This design comes from an exercise in tuning for small area on the open sky130 flow, not from production work.
The RTL was checked by simulation tests, not by an equivalence proof against the original design.
No activity file was given, so power comes from the tool's default toggle rates.

### design/flow/config.mk
export PLATFORM = sky130hd
export DESIGN_NAME = gcode_parser
export DESIGN_NICKNAME = gcode_parser
export VERILOG_FILES = /design/flow/design.v
export SDC_FILE = /design/flow/constraint.sdc
export NUM_CORES = 4
export LEC_CHECK = 0
export CAP_MARGIN = 20
export CORE_MARGIN = 2
export CORE_UTILIZATION = 62
export SLEW_MARGIN = 20
### design/flow/constraint.sdc
create_clock -name core_clock -period 10.0 [get_ports {i_Clock}]
set_input_delay 2.0000 -clock core_clock [delete_from_list [all_inputs] [get_ports {i_Clock}]]
set_output_delay 2.0000 -clock core_clock [all_outputs]
set_load 0.01 [all_outputs]
### design/flow/design.v
module gcode_parser (
	input         i_Clock,
	input         i_Reset,
	input         i_GValid,
	input  [7:0]  i_GData,
	input         i_TValid,
	input  [7:0]  i_TData,
	output [19:0] o_FBinary,
	output [19:0] o_XBinary,
	output [19:0] o_YBinary,
	output [19:0] o_ZBinary,
	output [19:0] o_EBinary,
	output [7:0]  o_S1Binary,
	output [7:0]  o_S2Binary,
	output [7:0]  o_S3Binary,
	output [7:0]  o_HBinary,
	output [7:0]  o_BBinary,
	output        o_XDirection,
	output        o_YDirection,
	output        o_ZDirection,
	output        o_EDirection,
	output        o_GLineComplete,
	output        o_TLineComplete
	);
	function [19:0] ripple20(input [19:0] a, input [19:0] b, input ci);
		integer i;
		reg c;
		begin
			c = ci;
			for (i = 0; i < 20; i = i + 1) begin
				ripple20[i] = a[i] ^ b[i] ^ c;
				c = a[i] & b[i] | a[i] & c | b[i] & c;
			end
		end
	endfunction
	function [7:0] ripple8(input [7:0] a, input [7:0] b, input ci);
		integer i;
		reg c;
		begin
			c = ci;
			for (i = 0; i < 8; i = i + 1) begin
				ripple8[i] = a[i] ^ b[i] ^ c;
				c = a[i] & b[i] | a[i] & c | b[i] & c;
			end
		end
	endfunction
	localparam G_IDLE = 4'b0000, G_CMD = 4'b0110,
	           G_X = 4'b0001, G_Y = 4'b0010, G_Z = 4'b0011, G_E = 4'b0100, G_F = 4'b0101,
	           G_S1 = 4'b1001, G_S2 = 4'b1101, G_S3 = 4'b1111;
	reg  [3:0]  g_state;
	reg  [6:0]  g_cnt;       
	reg         g_lc;
	reg  [23:0] w_f;                  
	reg  [23:0] w_x, w_y, w_z, w_e;   
	reg  [19:0] r_f, r_x, r_y, r_z, r_e;
	reg  [7:0]  r_s1, r_s2, r_s3;
	reg         r_dx, r_dy, r_dz, r_de;
	wire       g_take = i_GValid & (g_cnt == 7'd0);
	wire       g_cr   = i_GData == 8'd13;
	wire       g_sp   = i_GData == 8'd32;
	wire       g_mi   = i_GData == 8'd45;
	wire [3:0] g_dig  = i_GData[3:0];
	wire g_idle  = g_state == G_IDLE;
	wire g_sline = g_state[3];
	wire g_gline = ~g_idle & ~g_sline;
	wire g_start = g_take & g_idle & ((i_GData == 8'd72) | (i_GData == 8'd66) |
	                                  (i_GData == 8'd83) | (i_GData == 8'd71));
	wire g_chr   = g_take & ~g_cr & (g_sline | ~g_sp & ~g_mi);
	wire [2:0] g_fld = g_state[2:0];
	wire d_x = g_chr & (g_sline | (g_fld == 3'd1));
	wire d_y = g_chr & ~g_sline & (g_fld == 3'd2);
	wire d_z = g_chr & ~g_sline & (g_fld == 3'd3);
	wire d_e = g_chr & ~g_sline & (g_fld == 3'd4);
	wire d_f = g_chr & ~g_sline & (g_fld == 3'd5);
	wire [3:0] g_q    = g_cnt[6:3];
	wire [2:0] g_ph   = g_cnt[2:0];
	wire       g_step = g_ph[2] | g_ph[1];
	wire       g_first = g_ph == 3'd7;
	wire       g_rnd  = (g_q == 4'd11) | (g_q == 4'd10) | (g_q == 4'd9) |
	                    (g_q == 4'd8) | (g_q == 4'd7);
	wire       g_rot  = g_rnd & g_step;           
	wire       g_wide = g_rot & g_gline;
	wire [3:0] g_msd  = w_f[23:20];
	wire       s_cv   = g_sline & ((g_cnt == 7'd100) & ~t_cv | (g_cnt == 7'd99) & t_cv1);
	wire [2:0] g_da = g_msd[2:0] | {3{g_msd[3]}};
	wire       g_dc = g_msd[3] & g_msd[0];
	wire [19:0] e_acc = ripple20({r_e[16:0], g_da}, {r_e[18:0], g_msd[3]}, g_dc);
	always @(posedge i_Clock or posedge i_Reset) begin
		if (i_Reset) begin
			g_state <= G_IDLE;
			g_cnt   <= 7'd0;
			g_lc    <= 1'b0;
			w_f <= 24'd0;
			r_f <= 20'd0; r_x <= 20'd0; r_y <= 20'd0; r_z <= 20'd0; r_e <= 20'd0;
			r_s1 <= 8'd0; r_s2 <= 8'd0; r_s3 <= 8'd0;
			r_dx <= 1'b0; r_dy <= 1'b0; r_dz <= 1'b0; r_de <= 1'b0;
		end else begin
			g_lc <= g_cnt != 7'd0;
			if (g_cnt != 7'd0)
				g_cnt <= g_cnt - 7'd1;
			else if (g_take & g_cr & ~g_idle)
				g_cnt <= 7'd101;
			if (g_cnt != 7'd0) begin
				if (g_q == 4'd6) g_state <= G_IDLE;
			end else if (g_take) begin
				if (g_idle) begin
					if (i_GData == 8'd72) g_state <= G_S1;
					else if (i_GData == 8'd66) g_state <= G_S2;
					else if (i_GData == 8'd83) g_state <= G_S3;
					else if (i_GData == 8'd71) g_state <= G_CMD;
				end else if (g_state == G_CMD) begin
					if (i_GData == 8'd70) g_state <= G_F;
					else if (i_GData == 8'd88) g_state <= G_X;
					else if (i_GData == 8'd89) g_state <= G_Y;
					else if (i_GData == 8'd90) g_state <= G_Z;
					else if (i_GData == 8'd69) g_state <= G_E;
				end else if (~g_sline & g_sp)
					g_state <= G_CMD;
			end
			if (g_take & g_idle & (i_GData == 8'd71)) begin
				r_dx <= 1'b0; r_dy <= 1'b0; r_dz <= 1'b0; r_de <= 1'b0;
			end
			if (g_take & g_mi & (g_state == G_X)) r_dx <= 1'b1;
			if (g_take & g_mi & (g_state == G_Y)) r_dy <= 1'b1;
			if (g_take & g_mi & (g_state == G_Z)) r_dz <= 1'b1;
			if (g_take & g_mi & (g_state == G_E)) r_de <= 1'b1;
			if (d_f) w_f <= {w_f[19:0], g_dig};
			else if (g_rot) w_f <= {w_f[19:0], w_x[23:20]};
			if (g_wide) begin
				if (g_first) begin
					r_f <= r_x; r_x <= r_y; r_y <= r_z; r_z <= r_e;
					r_e <= {16'd0, g_msd};
				end else
					r_e <= e_acc;
			end
			if (s_cv & (g_state == G_S1)) r_s1 <= cv3;
			if (s_cv & (g_state == G_S2)) r_s2 <= cv3;
			if (s_cv & (g_state == G_S3)) r_s3 <= cv3;
		end
	end
	always @(posedge i_Clock) begin
		if (g_start) begin
			w_x <= 24'd0; w_y <= 24'd0; w_z <= 24'd0; w_e <= 24'd0;
		end else begin
			if (d_x) w_x <= {w_x[19:0], g_dig};
			else if (g_rot) w_x <= {w_x[19:0], w_y[23:20]};
			if (d_y) w_y <= {w_y[19:0], g_dig};
			else if (g_rot) w_y <= {w_y[19:0], w_z[23:20]};
			if (d_z) w_z <= {w_z[19:0], g_dig};
			else if (g_rot) w_z <= {w_z[19:0], w_e[23:20]};
			if (d_e) w_e <= {w_e[19:0], g_dig};
			else if (g_rot) w_e <= {w_e[19:0], w_f[23:20]};
		end
	end
	assign o_FBinary = r_f;
	assign o_XBinary = r_x;
	assign o_YBinary = r_y;
	assign o_ZBinary = r_z;
	assign o_EBinary = r_e;
	assign o_S1Binary = r_s1;
	assign o_S2Binary = r_s2;
	assign o_S3Binary = r_s3;
	assign o_XDirection = r_dx;
	assign o_YDirection = r_dy;
	assign o_ZDirection = r_dz;
	assign o_EDirection = r_de;
	assign o_GLineComplete = g_lc;
	localparam T_IDLE = 2'd0, T_H = 2'd1, T_B = 2'd2;
	reg  [1:0]  t_state;
	reg         t_win;
	reg         t_lc;
	reg  [11:0] w_t;         
	reg  [7:0]  r_h, r_b;
	wire       t_last = t_lc & (w_t[6:0] == 7'd100);
	wire       t_take = i_TValid & (~t_win | t_last);
	wire       t_cr   = i_TData == 8'd13;
	wire       t_idle = t_last | (t_state == T_IDLE);
	wire       t_h    = i_TData == 8'd72;
	wire       t_b    = i_TData == 8'd66;
	wire       t_start = t_take & t_idle & (t_h | t_b);
	wire       t_cv   = t_win & ~t_lc;
	wire       t_cv1  = t_lc & (w_t[6:0] == 7'd0);    
	wire [11:0] cv_in = s_cv ? w_x[11:0] : w_t;
	wire [3:0]  cv_a = cv_in[11:8], cv_b = cv_in[7:4], cv_c = cv_in[3:0];
	reg  [7:0]  cv_p;
	always @* begin
		if (cv_a[3])
			cv_p = cv_a[0] ? 8'd132 : 8'd32;
		else case (cv_a[2:0])
			3'd0: cv_p = 8'd0;   3'd1: cv_p = 8'd100; 3'd2: cv_p = 8'd200; 3'd3: cv_p = 8'd44;
			3'd4: cv_p = 8'd144; 3'd5: cv_p = 8'd244; 3'd6: cv_p = 8'd88;  default: cv_p = 8'd188;
		endcase
	end
	wire [7:0] cv_q = ripple8({1'b0, cv_b, cv_c[2:0] | {3{cv_c[3]}}}, {3'd0, cv_b, cv_c[3]},
	                          cv_c[3] & cv_c[0]);
	wire [7:0] cv3  = ripple8(cv_p, cv_q, 1'b0);
	always @(posedge i_Clock or posedge i_Reset) begin
		if (i_Reset) begin
			t_state <= T_IDLE;
			t_win   <= 1'b0;
			t_lc    <= 1'b0;
			r_h     <= 8'd0;
			r_b     <= 8'd0;
		end else begin
			if (t_last) begin
				t_win <= 1'b0;
				t_lc  <= 1'b0;
			end else if (t_win)
				t_lc <= 1'b1;
			else if (t_take & t_cr & ~t_idle)
				t_win <= 1'b1;
			if (t_last | t_take & t_idle)
				t_state <= t_start & t_h ? T_H : t_start ? T_B : T_IDLE;
			if (t_cv & (t_state == T_H)) r_h <= cv3;
			if (t_cv & (t_state == T_B)) r_b <= cv3;
		end
	end
	always @(posedge i_Clock) begin
		if (t_start) w_t <= 12'd0;
		else if (t_take & ~t_idle & ~t_cr) w_t <= {w_t[7:0], i_TData[3:0]};
		else if (t_cv) w_t[6:0] <= 7'd0;
		else if (t_win) w_t[6:0] <= w_t[6:0] + 7'd1;
	end
	assign o_HBinary = r_h;
	assign o_BBinary = r_b;
	assign o_TLineComplete = t_lc;
endmodule
### design/flow/flow/run.sh
#!/bin/bash
# The standard layout (standard.sh: the ORFS flow and synthesis script),
# with these options changed:
#  - ABC maps the logic for area (strash; dch -f; amap) instead of ORFS's
#    delay-oriented script; flip-flops are mapped before ABC, as before;
#  - no ADDER_MAP_FILE: adders are left to ABC instead of fa/ha cells;
#  - port buffers are sky130_fd_sc_hd__buf_1 instead of the buffer_ports
#    default (a clkdlybuf4s50_1 delay cell);
#  - clock tree: clkbuf_8 cluster buffers (at most 16 sinks, 80 um) and no
#    dummy loads.
# make's full output goes to flow.log here; ORFS keeps each step's log under
# orfs/logs/.
set -euo pipefail
rm -rf scripts_area
cp -r "$FLOW_HOME/scripts" scripts_area
printf 'strash\ndch -f\namap -F 50 -A 50\ntopo\n' > scripts_area/abc_speed.script
bash standard.sh \
  "SCRIPTS_DIR=$PWD/scripts_area" \
  "ADDER_MAP_FILE=" \
  "BUFFER_PORTS_ARGS=-buffer_cell sky130_fd_sc_hd__buf_1" \
  "CTS_ARGS=-sink_clustering_enable -repair_clock_nets -buf_list sky130_fd_sc_hd__clkbuf_8 -sink_clustering_size 16 -sink_clustering_max_diameter 80 -dont_use_dummy_load" \
  finish > flow.log 2>&1
### design/flow/standard.sh
#!/bin/bash
# synth_recipe.tcl (not shown) runs the flow's synth.tcl, then flattens the netlist and writes it again
# the make line also repeats each setting of config.mk as NAME=value (left out here)
make -C /OpenROAD-flow-scripts/flow DESIGN_CONFIG=/design/flow/config.mk WORK_HOME=/design/flow/orfs CLKGATE_MAP_FILE= SYNTH_SCRIPT=/design/flow/synth_recipe.tcl "${@:-finish}"
==> results of run 1 <==
metrics by stage:
step,hold slack (ns),power (mW)
after floorplan,0.432,2.62
after global placement,0.452,2.96
after detailed placement,0.458,3.00
after CTS,0.447,3.54
after global routing,0.476,3.77
final,0.437,3.52
report_power, final:
part	switching, mW	total, mW	internal [mW]	leakage [nW]
registers	0.249	1.79	1.54	3.23
logic	0.713	1.19	0.479	1.92
clock network	0.346	0.544	0.198	0.158
total	1.31	3.52	2.21	5.31
state kept, by name, summed over array words and instances (netlist names), 2 cells and up:
name / cells
w_e: 24
w_f: 24
w_x: 24
w_y: 24
w_z: 24
r_e: 20
r_f: 20
r_x: 20
r_y: 20
r_z: 20
w_t: 12
r_b: 8
r_h: 8
r_s1: 8
r_s2: 8
r_s3: 8
g_cnt: 7
g_state: 4
t_state: 2
kinds of logic (layout without fill, tap and decap cells):
group / after synthesis / count (layout) / share of synthesized area
AOI/OAI and AO/OA: 412 / 412 / 0.251
xor gates and xnor gates: 1 / 1 / 0.000768
buffers and inverters: 82 / 284 / 0.0270
DFF: 292 / 292 / 0.594
other: 0 / 1 / 0
and+or+nand+nor: 352 / 352 / 0.128
layer usage:
layer | GRT usage | vias up | wire length [microns]
li1 | - | 4630 | -
met1 | 0.369 | 4446 | 11400
met2 | 0.398 | 287 | 11400
met3 | 0.0303 | 39 | 1580
met4 | 0.0574 | 0 | 504
met5 | 0 | - | 0
critical path: cells and delay by family, from the launching register on:
kind / cells / cell delay (ns)
flops: 1 / 0.42
simple gates: 15 / 1.15
compound gates: 21 / 5.92
buf+inv: 1 / 0.12
cell usage after synthesis, drive strengths merged:
cell type / count
a211oi: 1
a21o: 1
a21oi: 77
a221o: 2
a221oi: 2
a222oi: 26
a22o: 1
a22oi: 97
a31oi: 7
and2: 1
and4: 2
clkinv: 82
dfrtp: 184
dfxtp: 108
nand2: 54
nand3: 7
nand3b: 2
nand4: 6
nor2: 242
nor2b: 5
nor3: 13
nor4: 9
nor4b: 2
o211ai: 2
o21a: 4
o21ai: 70
o221ai: 1
o22a: 79
o22ai: 32
o311a: 1
o311ai: 1
o31a: 2
o31ai: 1
o32a: 1
o32ai: 3
o41ai: 1
or2: 3
or3: 4
or4: 1
or4b: 1
xor2: 1
area by class of cell:
class	count	area (sq um)	share of cell area
inverters	82	314	0.0246
multi-input cells	765	4360	0.341
clock buffers	22	303	0.0237
repair buffers	180	732	0.0574
well taps	229	287	0.0225
diodes	1	2.50	0.000196
flip-flops and latches	292	6770	0.530
path summary, 6_finish.rpt:
kind / startpoint / endpoint / slack (ns) / depth (start not counted)
worst max-delay path: r_e[0] / r_e[19] / 2.31 / 37
worst min-delay path: w_z[22] / w_y[2] / 0.44 / 2
worst max register to register: r_e[0] / r_e[19] / 2.31 / 37
worst min register to register: w_z[22] / w_y[2] / 0.44 / 2
max in group asynchronous: i_Reset / r_f[0] / 6.83 / 3
min in group asynchronous: i_Reset / r_x[10] / 1.69 / 2
==> metrics.yaml, run 1 <==
worst_setup_path:
  crit_type: "flip-flop to flip-flop"
  crit_path_end_kind: "flip-flop"
  critical_path.max_fanout: 6
  crit_required_ns: 10.43
  critPathMaxStageDelay_ns: 0.50
  cp-start-kind: "flip-flop"
  critical-path-slowest-cell: "a222oi_1"
  cpMostUsedCell: "o21ai_0"
  worstPathArrival_ns: 8.12
cts:
  cts-root-buf: "clkbuf_8"
  insertion_delay_ns: 0.55
  cts_sinks: 292
  ctsHoldBuffers: 0
  clock_path_buffers: 3
  post_cts_buffers: 0
  h-tree-depth: 1
  post_cts_resized: 0
  cts_buffers: 22
  path_clk_slew_ns: 0.10
  cts_tree: "done"
floorplanning:
  die_w_microns: 140
  dieArea_sq_um: 19500
  ios: 166
  start_util: 0.633
  die_h_microns: 140
  core-area_sq_um: 18000
  rows: 49
synthesis:
  avgSynthCellArea_sq_um: 10.0
  synthTopCellsByArea: "dfrtp_1, dfxtp_1, nor2_1, a22oi_1, o22a_1"
  netlist.top_cell.by_area: "dfrtp_1"
  ys_seq_area_frac: 0.594
  yosysWarnings: 1
  yosysTopAreaCellShare: 0.404
  synth_cells: 1139
  synth_fp_nets: 1159
  ys_types: 41
  ys_seq_elements: 292
  synth_area_sq_um: 11400
routing:
  via_per_inst: 5.98
  drc: 0
  vias: 9402
  ant_nets: 0
  wl_per_cell_microns: 15.9
  first_pass_iters: 9
  drtIter0Drc: 788
  routed_wl_microns: 24900
power:
  ir_worst_vdd_uv: 203
  p_leak_nw: 5.31
  p_per_area_nw_per_um2: 276
timing:
  skew_ns: 0.0487
  tightest_slew_ns: 0.991
  max_freq_mhz: 130
  fin_crit_sh: 0.769
  setup_violations: 0
  setup_slack_ns: 2.31
  drv_slew: 0
  max_slew_margin: 0.339
  finalSetupTns_ns: 0
  rsz0062_at_grt: "no"
  hold_viol: 0
  fin_crit_ns: 7.69
placement:
  place_hpwl_microns: 16700
  placed_cell_area_sq_um: 12400
  placed_cells: 1548
  gp_congestion: 0.919
  dp_slack_ns: 2.60
  port_buffers: 165
global_routing:
  grt_pass1_vias: 8340
  overflow: 0
  grt_max_degree: 107
  antenna_found_initial: 1
  grt.total_usage: 0.248
  grt_pass1_wl_microns: 40800
layout:
  final_util: 0.708
  nets: 1363
  layout_common_cells: "nor2_1, dfrtp_1, buf_1"
  drive_gt1_frac: 0.0328
  n_fill_cell: 1451
  fin_cells: 1571
  final_cell_area_sq_um: 12800
  syn_to_final_growth_pct: 11.9
  final_common_cell: "nor2_1"
hold_path:
  hold_class: "flip-flop to flip-flop"
run:
  cap_violations: 0
status:
  outcome: "finished clean"
==> run 2, diff against run 1 <==
--- a/design/flow/config.mk
+++ b/design/flow/config.mk
@@ -8,4 +8,4 @@
 export CAP_MARGIN = 20
 export CORE_MARGIN = 2
-export CORE_UTILIZATION = 62
+export CORE_UTILIZATION = 55
 export SLEW_MARGIN = 20
==> run 2 against run 1 <==
Total power is 0.11% lower. Non-clock buffer count fell by 1. Synthesized area unchanged. Via count down 1.2%. Clock power about the same. Clock-buffer cell count unchanged. Worst hold slack improved by 0.033 ns. Register-to-register slack improved by 0.04 ns. Fmax is 0.58% higher. Combinational power about the same. Final cell count rose by 2.5%. First-iteration DRC count shrank 21%. Largest cell class unchanged.
==> metrics.yaml, run 2 <==
cts:
  post_cts_resized: 0  # unchanged
  h-tree-depth: 1  # unchanged
  cts-root-buf: "clkbuf_8"  # unchanged
  cts_buffers: 22  # unchanged
  cts_sinks: 292  # unchanged
  path_clk_slew_ns: 0.09  # was 0.10 ns
  clock_path_buffers: 3  # unchanged
  post_cts_buffers: 0  # unchanged
  insertion_delay_ns: 0.54  # was 0.55 ns
  cts_tree: "done"  # unchanged
  ctsHoldBuffers: 0  # unchanged
power:
  ir_worst_vdd_uv: 179  # was 203 uV
  p_comb_frac: 0.336  # was 0.339
  p_leak_nw: 5.29  # was 5.31 nW
  swShare: 0.371  # about the same
  switchingPower_mw: 1.31  # about the same
  p_per_area_nw_per_um2: 275  # was 276 nW/um^2
  p_seq_frac: 0.509  # was 0.507
  internal_power_mw: 2.21  # about the same
  p_clk_frac: 0.155  # was 0.154
layout:
  seq_area_sq_um: 6770  # unchanged
  final_common_cell: "nor2_1"  # unchanged
  multi_input_area_sq_um: 4350  # was 4360 sq um
  n_fill_cell: 1775  # was 1451
  drive_gt1_frac: 0.0321  # was 0.0328
  final_cell_area_sq_um: 12800  # about the same
  layout_common_cells: "nor2_1, dfrtp_1, buf_1"  # unchanged
  fin_cells: 1611  # was 1571
  syn_to_final_growth_pct: 12.2  # was 11.9%
  nets: 1362  # was 1363
hold_path:
  hold_class: "flip-flop to flip-flop"  # unchanged
  hp-start: "g_cnt[0]"  # was w_z[22]
timing:
  setup_slack_ns: 2.36  # was 2.31 ns
  max_slew_margin: 0.356  # was 0.339
  fin_crit_sh: 0.764  # was 0.769
  finalSetupTns_ns: 0  # unchanged
  tightest_slew_ns: 0.960  # was 0.991 ns
  setup_violations: 0  # unchanged
  fin_crit_ns: 7.64  # was 7.69 ns
  hold_viol: 0  # unchanged
  rsz0062_at_grt: "no"  # unchanged
  drv_slew: 0  # unchanged
  max_freq_mhz: 131  # was 130 MHz
  skew_ns: 0.0484  # was 0.0487 ns
status:
  outcome: "finished clean"  # unchanged
worst_setup_path:
  critical_path.max_fanout: 6  # unchanged
  r2r_end: "r_e[19]"  # unchanged
  rrSetupSlack_ns: 2.36  # was 2.31 ns
  cpMostUsedCell: "o21ai_0"  # unchanged
  crit_required_ns: 10.44  # was 10.43 ns
  reg2reg_from: "r_e[0]"  # unchanged
  crit_path_end_kind: "flip-flop"  # unchanged
  r2r_cells: 37  # unchanged
  worstPathArrival_ns: 8.08  # was 8.12 ns
  cp-start-kind: "flip-flop"  # unchanged
  critPathMaxStageDelay_ns: 0.48  # was 0.50 ns
  crit_start: "r_e[0]"  # unchanged
  critical-path-slowest-cell: "a222oi_1"  # unchanged
  cp-endpoint: "r_e[19]"  # unchanged
  crit_type: "flip-flop to flip-flop"  # unchanged
synthesis:
  synthFlopType: "dfrtp_1"  # unchanged
  ys_types: 41  # unchanged
  ys_seq_area_frac: 0.594  # unchanged
  netlist.top_cell.by_area: "dfrtp_1"  # unchanged
  yosysMostFrequentCell: "nor2_1"  # unchanged
  ys_seq_elements: 292  # unchanged
  synth_area_sq_um: 11400  # unchanged
  synthTopCellsByArea: "dfrtp_1, dfxtp_1, nor2_1, a22oi_1, o22a_1"  # unchanged
  yosysWarnings: 1  # unchanged
  synth_edf_count: 0  # unchanged
  synth_cells: 1139  # unchanged
  synth-async-reset-ratio: 0.630  # unchanged
  avgSynthCellArea_sq_um: 10.0  # unchanged
  synth_fp_nets: 1159  # unchanged
  yosysTopAreaCellShare: 0.404  # unchanged
  synthTopCellsByCount: "nor2_1, dfrtp_1, dfxtp_1, a22oi_1, clkinv_1"  # unchanged
routing:
  ant_nets: 0  # unchanged
  via_per_inst: 5.77  # was 5.98
  first_pass_iters: 5  # was 9
  routed_wl_microns: 25500  # was 24900 microns
  drc: 0  # unchanged
  vias: 9290  # was 9402
  wl_per_cell_microns: 15.8  # was 15.9 microns
  drtIter0Drc: 625  # was 788
floorplanning:
  start_util: 0.562  # was 0.633
  die_h_microns: 148  # was 140 microns
  ios: 166  # unchanged
  core-area_sq_um: 20300  # was 18000 sq um
  rows: 52  # was 49
  dieArea_sq_um: 21900  # was 19500 sq um
  die_w_microns: 148  # was 140 microns
placement:
  dp_slack_ns: 2.48  # was 2.60 ns
  placed_cell_area_sq_um: 12500  # was 12400 sq um
  gp_congestion: 0.889  # was 0.919
  placed_cells: 1588  # was 1548
  place_hpwl_microns: 17300  # was 16700 microns
  port_buffers: 165  # unchanged
global_routing:
  antenna_found_initial: 1  # unchanged
  grt_max_degree: 135  # was 107
  grt.total_usage: 0.227  # was 0.248
  grt_pass1_wl_microns: 41700  # was 40800 microns
  overflow: 0  # unchanged
  grt_pass1_vias: 8406  # was 8340
run:
  cap_violations: 0  # unchanged
[run 2: cell types whose count changed in the layout (fill, tap and decap cells not counted)]
cell	delta
nor3_2	+2
nor3_4	-2
buf_4	-1
inv_6	-1
inv_8	+1
[run 2: worst max-delay path, delay by kind of cell (launching register included)]
family | cells | cell delay (ns)
buffers and inverters | 1 | 0.11
AND/OR/NAND/NOR | 15 | 1.07
flip-flops | 1 | 0.41
AO/OA/AOI/OAI | 21 | 5.93
[run 2: per-stage QoR]
step,power (mW),util,hold slack [ns]
after floorplan,2.62,-,0.432
after global placement,2.97,0.615,0.457
after detailed placement,3.00,0.615,0.459
after CTS,3.55,0.630,0.472
after global routing,3.79,0.630,0.493
final,3.52,0.630,0.469
[run 2: cells by family (layout without fill, tap and decap cells)]
| family | after synthesis | in the layout | synth area share |
|---|---|---|---|
| other | 0 | 1 | 0 |
| XOR/XNOR | 1 | 1 | 0.000768 |
| flip-flops | 292 | 292 | 0.594 |
| AND/OR/NAND/NOR | 352 | 352 | 0.128 |
| buffers and inverters | 82 | 283 | 0.0270 |
| AO/OA/AOI/OAI | 412 | 412 | 0.251 |
[run 2: how the worst min path moves through the flow]
stage / to / slack [ns] / cells past startpoint
floorplan: w_x[6] / 0.43 / 2
global placement: g_cnt[0] / 0.46 / 1
detailed placement: g_cnt[0] / 0.46 / 1
CTS: g_cnt[0] / 0.47 / 1
global route: g_cnt[0] / 0.49 / 1
finish: g_cnt[0] / 0.47 / 1
[run 2: layout make-up]
type | instances | area share
flip-flops and latches | 292 | 0.529
multi-input cells | 765 | 0.340
repair buffers | 179 | 0.0566
well taps | 270 | 0.0264
inverters | 82 | 0.0247
clock buffers | 22 | 0.0237
diodes | 1 | 0.000196
[run 2: power groups by stage]
stage | clock [mW] | sequential, mW | combinational [mW]
2_1_floorplan | 0 | 1.84 | 0.783
3_3_place_gp | 0 | 1.80 | 1.17
3_5_place_dp | 0 | 1.81 | 1.19
4_1_cts | 0.568 | 1.79 | 1.19
5_1_grt | 0.607 | 1.84 | 1.34
6_report | 0.545 | 1.79 | 1.18
[run 2: routing by layer]
metal  global-route usage  vias up  wire length [microns]
met5                    0        -                      0
met4               0.0495        0                    497
met3               0.0327       34                   1410
met2                0.358      248                  11600
met1                0.337     4377                  12000
li1                     -     4631                      -
==> run 3, diff against run 2 <==
--- a/design/flow/flow/run.sh
+++ b/design/flow/flow/run.sh
@@ -19,4 +19,4 @@
   "ADDER_MAP_FILE=" \
   "BUFFER_PORTS_ARGS=-buffer_cell sky130_fd_sc_hd__buf_1" \
-  "CTS_ARGS=-sink_clustering_enable -repair_clock_nets -buf_list sky130_fd_sc_hd__clkbuf_8 -sink_clustering_size 16 -sink_clustering_max_diameter 80 -dont_use_dummy_load" \
+  "CTS_ARGS=-sink_clustering_enable -repair_clock_nets -buf_list sky130_fd_sc_hd__clkbuf_16 -sink_clustering_size 24 -sink_clustering_max_diameter 120 -dont_use_dummy_load" \
   finish > flow.log 2>&1
==> run 3 against run 2 <==
Critical path type unchanged. Core utilization rose by 0.48 points. Global-route usage is essentially flat. Clock-buffer cell count down 6. Still clean on timing, DRC and antenna. Critical endpoint unchanged. Die area unchanged. Critical path depth did not move. Fmax increased by 0.28%. Combinational power barely moved.
==> metrics.yaml, run 3 <==
placement:
  placed_cell_area_sq_um: 12500  # unchanged
  gp_congestion: 0.889  # unchanged
  place_hpwl_microns: 17300  # unchanged
  dp_slack_ns: 2.48  # unchanged
  port_buffers: 165  # unchanged
synthesis:
  netlist.top_cell.by_area: "dfrtp_1"  # unchanged
  yosysMostFrequentCell: "nor2_1"  # unchanged
  synth_fp_nets: 1159  # unchanged
  synthFlopType: "dfrtp_1"  # unchanged
  synth_edf_count: 0  # unchanged
  yosysWarnings: 1  # unchanged
  synth_cells: 1139  # unchanged
  ys_seq_area_frac: 0.594  # unchanged
  synth-async-reset-ratio: 0.630  # unchanged
  ys_types: 41  # unchanged
  avgSynthCellArea_sq_um: 10.0  # unchanged
  yosysTopAreaCellShare: 0.404  # unchanged
  ys_seq_elements: 292  # unchanged
  synth_area_sq_um: 11400  # unchanged
  synthTopCellsByCount: "nor2_1, dfrtp_1, dfxtp_1, a22oi_1, clkinv_1"  # unchanged
  synthTopCellsByArea: "dfrtp_1, dfxtp_1, nor2_1, a22oi_1, o22a_1"  # unchanged
worst_setup_path:
  cpMostUsedCell: "o21ai_0"  # unchanged
  r2r_cells: 37  # unchanged
  r2r_end: "r_e[19]"  # unchanged
  crit_required_ns: 10.40  # was 10.44 ns
  crit_type: "flip-flop to flip-flop"  # unchanged
  rrSetupSlack_ns: 2.38  # was 2.36 ns
  critPathMaxStageDelay_ns: 0.48  # about the same
  critical-path-slowest-cell: "a222oi_1"  # unchanged
  crit_path_end_kind: "flip-flop"  # unchanged
  worstPathArrival_ns: 8.02  # was 8.08 ns
  critical_path.max_fanout: 6  # unchanged
  crit_start: "r_e[0]"  # unchanged
  cp-start-kind: "flip-flop"  # unchanged
  reg2reg_from: "r_e[0]"  # unchanged
layout:
  syn_to_final_growth_pct: 13.1  # was 12.2%
  drive_gt1_frac: 0.0277  # was 0.0321
  n_fill_cell: 1757  # was 1775
  final_cell_area_sq_um: 12900  # was 12800 sq um
  nets: 1356  # was 1362
  layout_common_cells: "nor2_1, dfrtp_1, buf_1"  # unchanged
  final_common_cell: "nor2_1"  # unchanged
global_routing:
  grt_pass1_vias: 8383  # was 8406
  grt.total_usage: 0.228  # was 0.227
  overflow: 0  # unchanged
  antenna_found_initial: 1  # unchanged
  grt_pass1_wl_microns: 41600  # was 41700 microns
  grt_max_degree: 135  # unchanged
cts:
  cts_tree: "done"  # unchanged
  path_clk_slew_ns: 0.09  # about the same
  post_cts_resized: 0  # unchanged
  insertion_delay_ns: 0.49  # was 0.54 ns
  ctsHoldBuffers: 0  # unchanged
  cts_sinks: 292  # unchanged
  clock_path_buffers: 3  # unchanged
  cts-root-buf: "clkbuf_16"  # was clkbuf_8
  cts_buffers: 16  # was 22
  h-tree-depth: 1  # unchanged
  post_cts_buffers: 0  # unchanged
status:
  outcome: "finished clean"  # unchanged
power:
  power.total_mw: 3.62  # was 3.52 mW
  p_leak_nw: 5.33  # was 5.29 nW
  p_per_area_nw_per_um2: 281  # was 275 nW/um^2
  ir_worst_vdd_uv: 275  # was 179 uV
floorplanning:
  core-area_sq_um: 20300  # unchanged
  dieArea_sq_um: 21900  # unchanged
  ios: 166  # unchanged
  die_w_microns: 148  # unchanged
  start_util: 0.562  # unchanged
  die_h_microns: 148  # unchanged
  rows: 52  # unchanged
timing:
  fin_crit_ns: 7.62  # was 7.64 ns
  fin_crit_sh: 0.762  # was 0.764
  max_slew_margin: 0.362  # was 0.356
  hold_viol: 0  # unchanged
  skew_ns: 0.0480  # was 0.0484 ns
  setup_slack_ns: 2.38  # was 2.36 ns
  holdWs_ns: 0.446  # was 0.469 ns
  drv_slew: 0  # unchanged
  finalSetupTns_ns: 0  # unchanged
  rsz0062_at_grt: "no"  # unchanged
  max_freq_mhz: 131  # about the same
  setup_violations: 0  # unchanged
  tightest_slew_ns: 0.952  # was 0.960 ns
routing:
  wl_per_cell_microns: 15.9  # was 15.8 microns
  vias: 9204  # was 9290
  drtIter0Drc: 680  # was 625
  routed_wl_microns: 25600  # was 25500 microns
  drc: 0  # unchanged
  first_pass_iters: 6  # was 5
  via_per_inst: 5.73  # was 5.77
  ant_nets: 0  # unchanged
hold_path:
  min_to: "w_z[13]"  # was g_cnt[0]
  hold_class: "flip-flop to flip-flop"  # unchanged
  hp-start: "w_z[9]"  # was g_cnt[0]
  hold_depth: 2  # was 1
run:
  cap_violations: 0  # unchanged
-- run 3: cells by family (layout without fill, tap and decap cells) --
group | count (synthesis) | in the layout | synth area share
AO/OA/AOI/OAI | 412 | 412 | 0.251
XOR/XNOR | 1 | 1 | 0.000768
buffers and inverters | 82 | 277 | 0.0270
flip-flops | 292 | 292 | 0.594
other | 0 | 1 | 0
AND/OR/NAND/NOR | 352 | 352 | 0.128
-- run 3: where the power goes --
| group | switching [mW] | internal [mW] |
|---|---|---|
| Combinational | 0.707 | 0.478 |
| Clock | 0.354 | 0.287 |
| Sequential | 0.254 | 1.54 |
-- run 3: how the worst max path moves through the flow --
stage	to	slack, ns	depth (start not counted)
final	r_e[19]	2.38	37
after detailed placement	r_e[19]	2.48	37
after global placement	r_e[19]	2.99	37
after global routing	r_e[19]	1.41	37
after floorplan	r_e[19]	3.56	37
after CTS	r_e[19]	2.45	37
-- run 3: cell type report --
cell class	instances	area [sq um]	share of cell area
clock buffers	16	400	0.0311
flip-flops and latches	292	6770	0.525
well taps	270	338	0.0262
diodes	1	2.50	0.000194
multi-input cells	765	4350	0.337
repair buffers	179	724	0.0562
inverters	82	317	0.0246
-- run 3: metrics by stage --
stage | util | std cells
4_1_cts | 0.635 | 1604
5_1_grt | 0.635 | 1605
2_1_floorplan | - | 1139
3_5_place_dp | 0.615 | 1588
3_3_place_gp | 0.615 | 1588
6_report | 0.635 | 1605
-- run 3: routing by layer --
layer / track usage / routed length (microns) / vias to the layer above
li1: - / - / 4618
met3: 0.0327 / 1260 / 17
met2: 0.365 / 11800 / 214
met4: 0.0371 / 277 / 0
met5: 0 / 0 / -
met1: 0.338 / 12200 / 4355
-- run 3: worst max-delay path: cells and delay by family (launching register included) --
kind | cells | cell delay [ns]
simple gates | 15 | 1.08
buf+inv | 1 | 0.11
flops | 1 | 0.41
compound gates | 21 | 5.91
==> run 4, diff against run 3 <==
--- a/design/flow/flow/run.sh
+++ b/design/flow/flow/run.sh
@@ -19,4 +19,4 @@
   "ADDER_MAP_FILE=" \
   "BUFFER_PORTS_ARGS=-buffer_cell sky130_fd_sc_hd__buf_1" \
-  "CTS_ARGS=-sink_clustering_enable -repair_clock_nets -buf_list sky130_fd_sc_hd__clkbuf_16 -sink_clustering_size 24 -sink_clustering_max_diameter 120 -dont_use_dummy_load" \
+  "CTS_ARGS=-sink_clustering_enable -repair_clock_nets -buf_list sky130_fd_sc_hd__clkbuf_8 -sink_clustering_size 18 -sink_clustering_max_diameter 100 -dont_use_dummy_load" \
   finish > flow.log 2>&1
==> run 4 against run 3 <==
Non-clock buffer count unchanged. Critical path depth unchanged. Fmax about the same. Clock power decreased by 18%. Synthesized cell count unchanged. Clock skew increased by 0.013 ns. Critical endpoint unchanged. Total power decreased by 3.3%. Wire length decreased by 0.45%. Critical path type unchanged. Largest power group unchanged.
==> metrics.yaml, run 4 <==
worst_setup_path:
  crit_type: "flip-flop to flip-flop"  # unchanged
  crit_required_ns: 10.46  # was 10.40 ns
  crit_path_end_kind: "flip-flop"  # unchanged
  critPathMaxStageDelay_ns: 0.48  # about the same
  worstPathArrival_ns: 8.08  # was 8.02 ns
  cp.buffers_inverters: 1  # unchanged
  r2r_cells: 37  # unchanged
  r2r_end: "r_e[19]"  # unchanged
  critical_path.max_fanout: 6  # unchanged
  critPathTopFamily: "compound AO/OA/AOI/OAI gates"  # unchanged
  cp-start-kind: "flip-flop"  # unchanged
  reg2reg_from: "r_e[0]"  # unchanged
  critical-path-slowest-cell: "a222oi_1"  # unchanged
  cpMostUsedCell: "o21ai_0"  # unchanged
  rrSetupSlack_ns: 2.38  # about the same
routing:
  vias: 9243  # was 9204
  via_per_inst: 5.74  # was 5.73
  routed_wl_microns: 25400  # was 25600 microns
  drc: 0  # unchanged
  wl_per_cell_microns: 15.8  # was 15.9 microns
  first_pass_iters: 6  # unchanged
  ant_nets: 0  # unchanged
  drtIter0Drc: 636  # was 680
cts:
  clock_path_buffers: 3  # unchanged
  post_cts_buffers: 0  # unchanged
  ctsHoldBuffers: 0  # unchanged
  path_clk_slew_ns: 0.11  # was 0.09 ns
  h-tree-depth: 1  # unchanged
  insertion_delay_ns: 0.56  # was 0.49 ns
  post_cts_resized: 0  # unchanged
  cts_buffers: 20  # was 16
  cts_sinks: 292  # unchanged
  cts_tree: "done"  # unchanged
  cts-root-buf: "clkbuf_8"  # was clkbuf_16
status:
  outcome: "finished clean"  # unchanged
placement:
  dp_slack_ns: 2.48  # unchanged
  placed_cells: 1588  # unchanged
  place_hpwl_microns: 17300  # unchanged
  placed_cell_area_sq_um: 12500  # unchanged
  port_buffers: 165  # unchanged
  gp_congestion: 0.889  # unchanged
timing:
  max_slew_margin: 0.346  # was 0.362
  finalSetupTns_ns: 0  # unchanged
  holdWs_ns: 0.417  # was 0.446 ns
  setup_slack_ns: 2.38  # about the same
  hold_viol: 0  # unchanged
  setup_violations: 0  # unchanged
  tightest_slew_ns: 0.975  # was 0.952 ns
  skew_ns: 0.0608  # was 0.0480 ns
  fin_crit_ns: 7.62  # about the same
  drv_slew: 0  # unchanged
  max_freq_mhz: 131  # about the same
  rsz0062_at_grt: "no"  # unchanged
  fin_crit_sh: 0.762  # about the same
layout:
  nets: 1360  # was 1356
  multi_input_area_sq_um: 4350  # unchanged
  seq_area_sq_um: 6770  # unchanged
  final_cell_area_sq_um: 12800  # was 12900 sq um
  syn_to_final_growth_pct: 12.0  # was 13.1%
  final_util: 0.629  # was 0.635
  drive_gt1_frac: 0.0306  # was 0.0277
  fin_cells: 1609  # was 1605
  n_fill_cell: 1781  # was 1757
  final_common_cell: "nor2_1"  # unchanged
  layout_common_cells: "nor2_1, dfrtp_1, buf_1"  # unchanged
hold_path:
  min_to: "w_z[12]"  # was w_z[13]
  hold_class: "flip-flop to flip-flop"  # unchanged
  hp-start: "w_z[8]"  # was w_z[9]
  hold_depth: 2  # unchanged
run:
  cap_violations: 0  # unchanged
synthesis:
  synth_fp_nets: 1159  # unchanged
  synth_edf_count: 0  # unchanged
  yosysMostFrequentCell: "nor2_1"  # unchanged
  synth_area_sq_um: 11400  # unchanged
  synth-async-reset-ratio: 0.630  # unchanged
  synth_cells: 1139  # unchanged
  synthTopCellsByArea: "dfrtp_1, dfxtp_1, nor2_1, a22oi_1, o22a_1"  # unchanged
  yosysWarnings: 1  # unchanged
  synthTopCellsByCount: "nor2_1, dfrtp_1, dfxtp_1, a22oi_1, clkinv_1"  # unchanged
  netlist.top_cell.by_area: "dfrtp_1"  # unchanged
  ys_types: 41  # unchanged
  avgSynthCellArea_sq_um: 10.0  # unchanged
  ys_seq_area_frac: 0.594  # unchanged
  synthFlopType: "dfrtp_1"  # unchanged
  ys_seq_elements: 292  # unchanged
  yosysTopAreaCellShare: 0.404  # unchanged
global_routing:
  overflow: 0  # unchanged
  antenna_found_initial: 1  # unchanged
  grt_max_degree: 135  # unchanged
  grt_pass1_vias: 8424  # was 8383
  grt_pass1_wl_microns: 41500  # was 41600 microns
  grt.total_usage: 0.226  # was 0.228
floorplanning:
  ios: 166  # unchanged
  die_w_microns: 148  # unchanged
  start_util: 0.562  # unchanged
  die_h_microns: 148  # unchanged
  rows: 52  # unchanged
  core-area_sq_um: 20300  # unchanged
  dieArea_sq_um: 21900  # unchanged
power:
  p_leak_nw: 5.27  # was 5.33 nW
  ir_worst_vdd_uv: 176  # was 275 uV
  p_per_area_nw_per_um2: 274  # was 281 nW/um^2
  power.total_mw: 3.50  # was 3.62 mW
-- run 4: cell counts after synthesis --
Identical to the previous run, type by type.
-- run 4: per-layer routing --
metal  global-route usage  vias up  part of all wire
met3               0.0321       27             0.051
met5                    0        -                 0
met2                0.363      218              0.46
met1                0.333     4368              0.48
li1                     -     4630                 -
met4               0.0448        0             0.013
-- run 4: worst max-delay path by stage --
stage	start	to	slack, ns	cells after the start
finish	r_e[0]	r_e[19]	2.38	37
global route	r_e[0]	r_e[19]	1.41	37
CTS	r_e[0]	r_e[19]	2.45	37
detailed placement	r_e[0]	r_e[19]	2.48	37
global placement	r_e[0]	r_e[19]	2.99	37
floorplan	r_e[0]	r_e[19]	3.56	37
-- run 4: cell type report --
class                      instances  share of cell area
antenna                            1            0.000196
clock buffer                      20              0.0216
inverter                          82              0.0248
multi-input combinational        765               0.340
sequential                       292               0.530
tap                              270              0.0265
timing repair buffer             179              0.0567
-- run 4: cells by family after synthesis --
logic type      share of synthesized area
compound gates                      0.251
simple gates                        0.128
flops                               0.594
buf+inv                            0.0270
xor+xnor                         0.000768
-- run 4: report_power, final --
part,switching (mW),internal [mW],total [mW],leakage (nW)
Clock,0.343,0.181,0.524,0.144
Combinational,0.706,0.477,1.18,1.89
Sequential,0.253,1.54,1.79,3.23
-- run 4: worst register-to-register path: cells and delay by family, from the launching register on --
family / cells / cell delay [ns]
simple gates: 15 / 1.09
buf+inv: 1 / 0.11
compound gates: 21 / 5.94
flops: 1 / 0.41
==> run 5, diff against run 4 <==
--- a/design/flow/flow/run.sh
+++ b/design/flow/flow/run.sh
@@ -7,5 +7,5 @@
 #  - port buffers are sky130_fd_sc_hd__buf_1 instead of the buffer_ports
 #    default (a clkdlybuf4s50_1 delay cell);
-#  - clock tree: clkbuf_8 cluster buffers (at most 16 sinks, 80 um) and no
+#  - clock tree: clkbuf_8 cluster buffers (at most 18 sinks, 100 um) and no
 #    dummy loads.
 # make's full output goes to flow.log here; ORFS keeps each step's log under
==> run 5 against run 4 <==
Clock-buffer cell count stayed put. Combinational power about the same. Setup slack stayed put. Flip-flop and latch count stayed put. Largest cell class unchanged. First-iteration DRC count did not move.
==> metrics.yaml, run 5 <==
worst_setup_path:
  crit_path_end_kind: "flip-flop"  # unchanged
  critical-path-slowest-cell: "a222oi_1"  # unchanged
  critPathMaxStageDelay_ns: 0.48  # about the same
  crit_type: "flip-flop to flip-flop"  # unchanged
  critical_path.max_fanout: 6  # unchanged
  crit_required_ns: 10.46  # about the same
  worstPathArrival_ns: 8.08  # about the same
  cpMostUsedCell: "o21ai_0"  # unchanged
  cp-start-kind: "flip-flop"  # unchanged
synthesis:
  synth_cells: 1139  # unchanged
  synthTopCellsByArea: "dfrtp_1, dfxtp_1, nor2_1, a22oi_1, o22a_1"  # unchanged
  synth_edf_count: 0  # unchanged
  synthFlopType: "dfrtp_1"  # unchanged
  synthTopCellsByCount: "nor2_1, dfrtp_1, dfxtp_1, a22oi_1, clkinv_1"  # unchanged
  synth_compound_area_frac: 0.251  # unchanged
  netlist.top_cell.by_area: "dfrtp_1"  # unchanged
  synth_simple_gate_area_frac: 0.128  # unchanged
  yosysMostFrequentCell: "nor2_1"  # unchanged
  synth.mux.area_fraction: 0  # unchanged
  synth_fp_nets: 1159  # unchanged
  synth-async-reset-ratio: 0.630  # unchanged
  ys_seq_elements: 292  # unchanged
  yosysWarnings: 1  # unchanged
  synth_fa_ha_area_frac: 0  # unchanged
  yosysTopAreaCellShare: 0.404  # unchanged
  synth_top_family_by_area: "compound AO/OA/AOI/OAI gates"  # unchanged
  synth-xor-area-share: 0.000768  # unchanged
  synth_area_sq_um: 11400  # unchanged
  avgSynthCellArea_sq_um: 10.0  # unchanged
  ys_types: 41  # unchanged
  ys_seq_area_frac: 0.594  # unchanged
floorplanning:
  dieArea_sq_um: 21900  # unchanged
  ios: 166  # unchanged
  die_h_microns: 148  # unchanged
  start_util: 0.562  # unchanged
  rows: 52  # unchanged
  die_w_microns: 148  # unchanged
  core-area_sq_um: 20300  # unchanged
power:
  internal_power_mw: 2.20  # unchanged
  swShare: 0.372  # unchanged
  switchingPower_mw: 1.30  # unchanged
  p_per_area_nw_per_um2: 274  # unchanged
  p_clk_frac: 0.150  # about the same
  p_leak_nw: 5.27  # unchanged
  ir_worst_vdd_uv: 176  # unchanged
  p_seq_frac: 0.512  # about the same
  p_comb_frac: 0.338  # about the same
timing:
  tightest_slew_ns: 0.975  # unchanged
  skew_ns: 0.0608  # unchanged
  setup_violations: 0  # unchanged
  fin_crit_sh: 0.762  # unchanged
  rsz0062_at_grt: "no"  # unchanged
  finalSetupTns_ns: 0  # unchanged
  fin_crit_ns: 7.62  # unchanged
  hold_viol: 0  # unchanged
  max_slew_margin: 0.346  # unchanged
  max_freq_mhz: 131  # unchanged
  drv_slew: 0  # unchanged
cts:
  cts-root-buf: "clkbuf_8"  # unchanged
  cts_buffers: 20  # unchanged
  cts_sinks: 292  # unchanged
  clock_path_buffers: 3  # unchanged
  insertion_delay_ns: 0.56  # about the same
  cts_tree: "done"  # unchanged
  h-tree-depth: 1  # unchanged
  path_clk_slew_ns: 0.11  # about the same
  post_cts_buffers: 0  # unchanged
  post_cts_resized: 0  # unchanged
  ctsHoldBuffers: 0  # unchanged
global_routing:
  overflow: 0  # unchanged
  grt_pass1_vias: 8424  # unchanged
  grt_pass1_wl_microns: 41500  # unchanged
  antenna_found_initial: 1  # unchanged
  grt_max_degree: 135  # unchanged
  grt.total_usage: 0.226  # unchanged
routing:
  drc: 0  # unchanged
  wl_per_cell_microns: 15.8  # unchanged
  ant_nets: 0  # unchanged
  routed_wl_microns: 25400  # unchanged
  drtIter0Drc: 636  # unchanged
  first_pass_iters: 6  # unchanged
  vias: 9243  # unchanged
  via_per_inst: 5.74  # unchanged
placement:
  port_buffers: 165  # unchanged
  gp_congestion: 0.889  # unchanged
  place_hpwl_microns: 17300  # unchanged
layout:
  seq_area_sq_um: 6770  # unchanged
  layout_common_cells: "nor2_1, dfrtp_1, buf_1"  # unchanged
  syn_to_final_growth_pct: 12.0  # unchanged
  drive_gt1_frac: 0.0306  # unchanged
  multi_input_area_sq_um: 4350  # unchanged
  nets: 1360  # unchanged
  final_common_cell: "nor2_1"  # unchanged
  n_fill_cell: 1781  # unchanged
  final_util: 0.629  # unchanged
hold_path:
  hold_class: "flip-flop to flip-flop"  # unchanged
status:
  outcome: "finished clean"  # unchanged
run:
  cap_violations: 0  # unchanged
## run 5: logic make-up after synthesis
family / Yosys count
xor+xnor: 1
buf+inv: 82
simple gates: 352
flops: 292
compound gates: 412
## run 5: layout make-up
cell class              instances  share of cell area
diodes                          1            0.000196
clock buffers                  20              0.0216
repair buffers                179              0.0567
multi-input cells             765               0.340
flip-flops and latches        292               0.530
well taps                     270              0.0265
inverters                      82              0.0248
## run 5: routing by layer
layer,GRT usage,vias up,share of wire
li1,-,4630,-
met1,0.333,4368,0.48
met2,0.363,218,0.46
met3,0.0321,27,0.051
met4,0.0448,0,0.013
met5,0,-,0
## run 5: through the flow
stage	cell area, sq um	worst slack (ns)	cells	power [mW]	hold WS, ns
after global routing	12800	1.41	1609	3.76	0.440
after global placement	12500	2.99	1588	2.97	0.457
final	12800	2.38	1609	3.50	0.417
after floorplan	11400	3.56	1139	2.62	0.432
after CTS	12800	2.45	1608	3.53	0.427
after detailed placement	12500	2.48	1588	3.00	0.459
## run 5: power by group through the flow
stage	clock, mW	sequential, mW	combinational, mW
2_1_floorplan	0	1.84	0.783
3_3_place_gp	0	1.80	1.17
3_5_place_dp	0	1.81	1.19
4_1_cts	0.548	1.79	1.19
5_1_grt	0.584	1.84	1.34
6_report	0.524	1.79	1.18
## run 5: worst paths after layout
| path | from | cells past startpoint | to | slack (ns) |
|---|---|---|---|---|
| max in group asynchronous | i_Reset | 3 | g_cnt[1] | 7.14 |
| min in group asynchronous | i_Reset | 2 | r_x[17] | 1.69 |
| worst max-delay path | r_e[0] | 37 | r_e[19] | 2.38 |
| worst min-delay path | w_z[8] | 2 | w_z[12] | 0.42 |
| worst max register to register | r_e[0] | 37 | r_e[19] | 2.38 |
| worst min register to register | w_z[8] | 2 | w_z[12] | 0.42 |
## run 5: worst max-delay path: cells and delay by family (launching register included)
family / cells / cell delay, ns
compound gates: 21 / 5.94
simple gates: 15 / 1.07
flops: 1 / 0.41
buf+inv: 1 / 0.11

==> afterwards: timing with drivers on the ports <==
Ports are ideal in the flow. The routed layouts listed here were re-timed in OpenROAD.
Step 1, drivers: a clkbuf_16 drives i_Clock and a buf_2 each remaining input, both assumed.
Step 2, shift: input delay + t, output delay - t, t = (earliest + latest rising clock arrival at the registers) / 2. This alone moves slack from input paths to output paths.
Three values: ideal, step 1, step 2; two values: the first two.
run | t (ns) | slack for setup (ns) | latest minus earliest clock arrival (ns) | worst data-port slew with drivers (ns)
run 1 | 0.568 | 2.312 / 2.312 / 2.312 | 0.054 / 0.054 | 0.08
run 2 | 0.566 | 2.357 / 2.357 / 2.357 | 0.053 / 0.053 | 0.07
run 3 | 0.518 | 2.378 / 2.378 / 2.378 | 0.050 / 0.050 | 0.08
run 4 | 0.570 | 2.380 / 2.380 / 2.380 | 0.061 / 0.061 | 0.08
run 5 | 0.570 | 2.380 / 2.380 / 2.380 | 0.061 / 0.061 | 0.08
After both steps setup and hold are still met in every run listed.
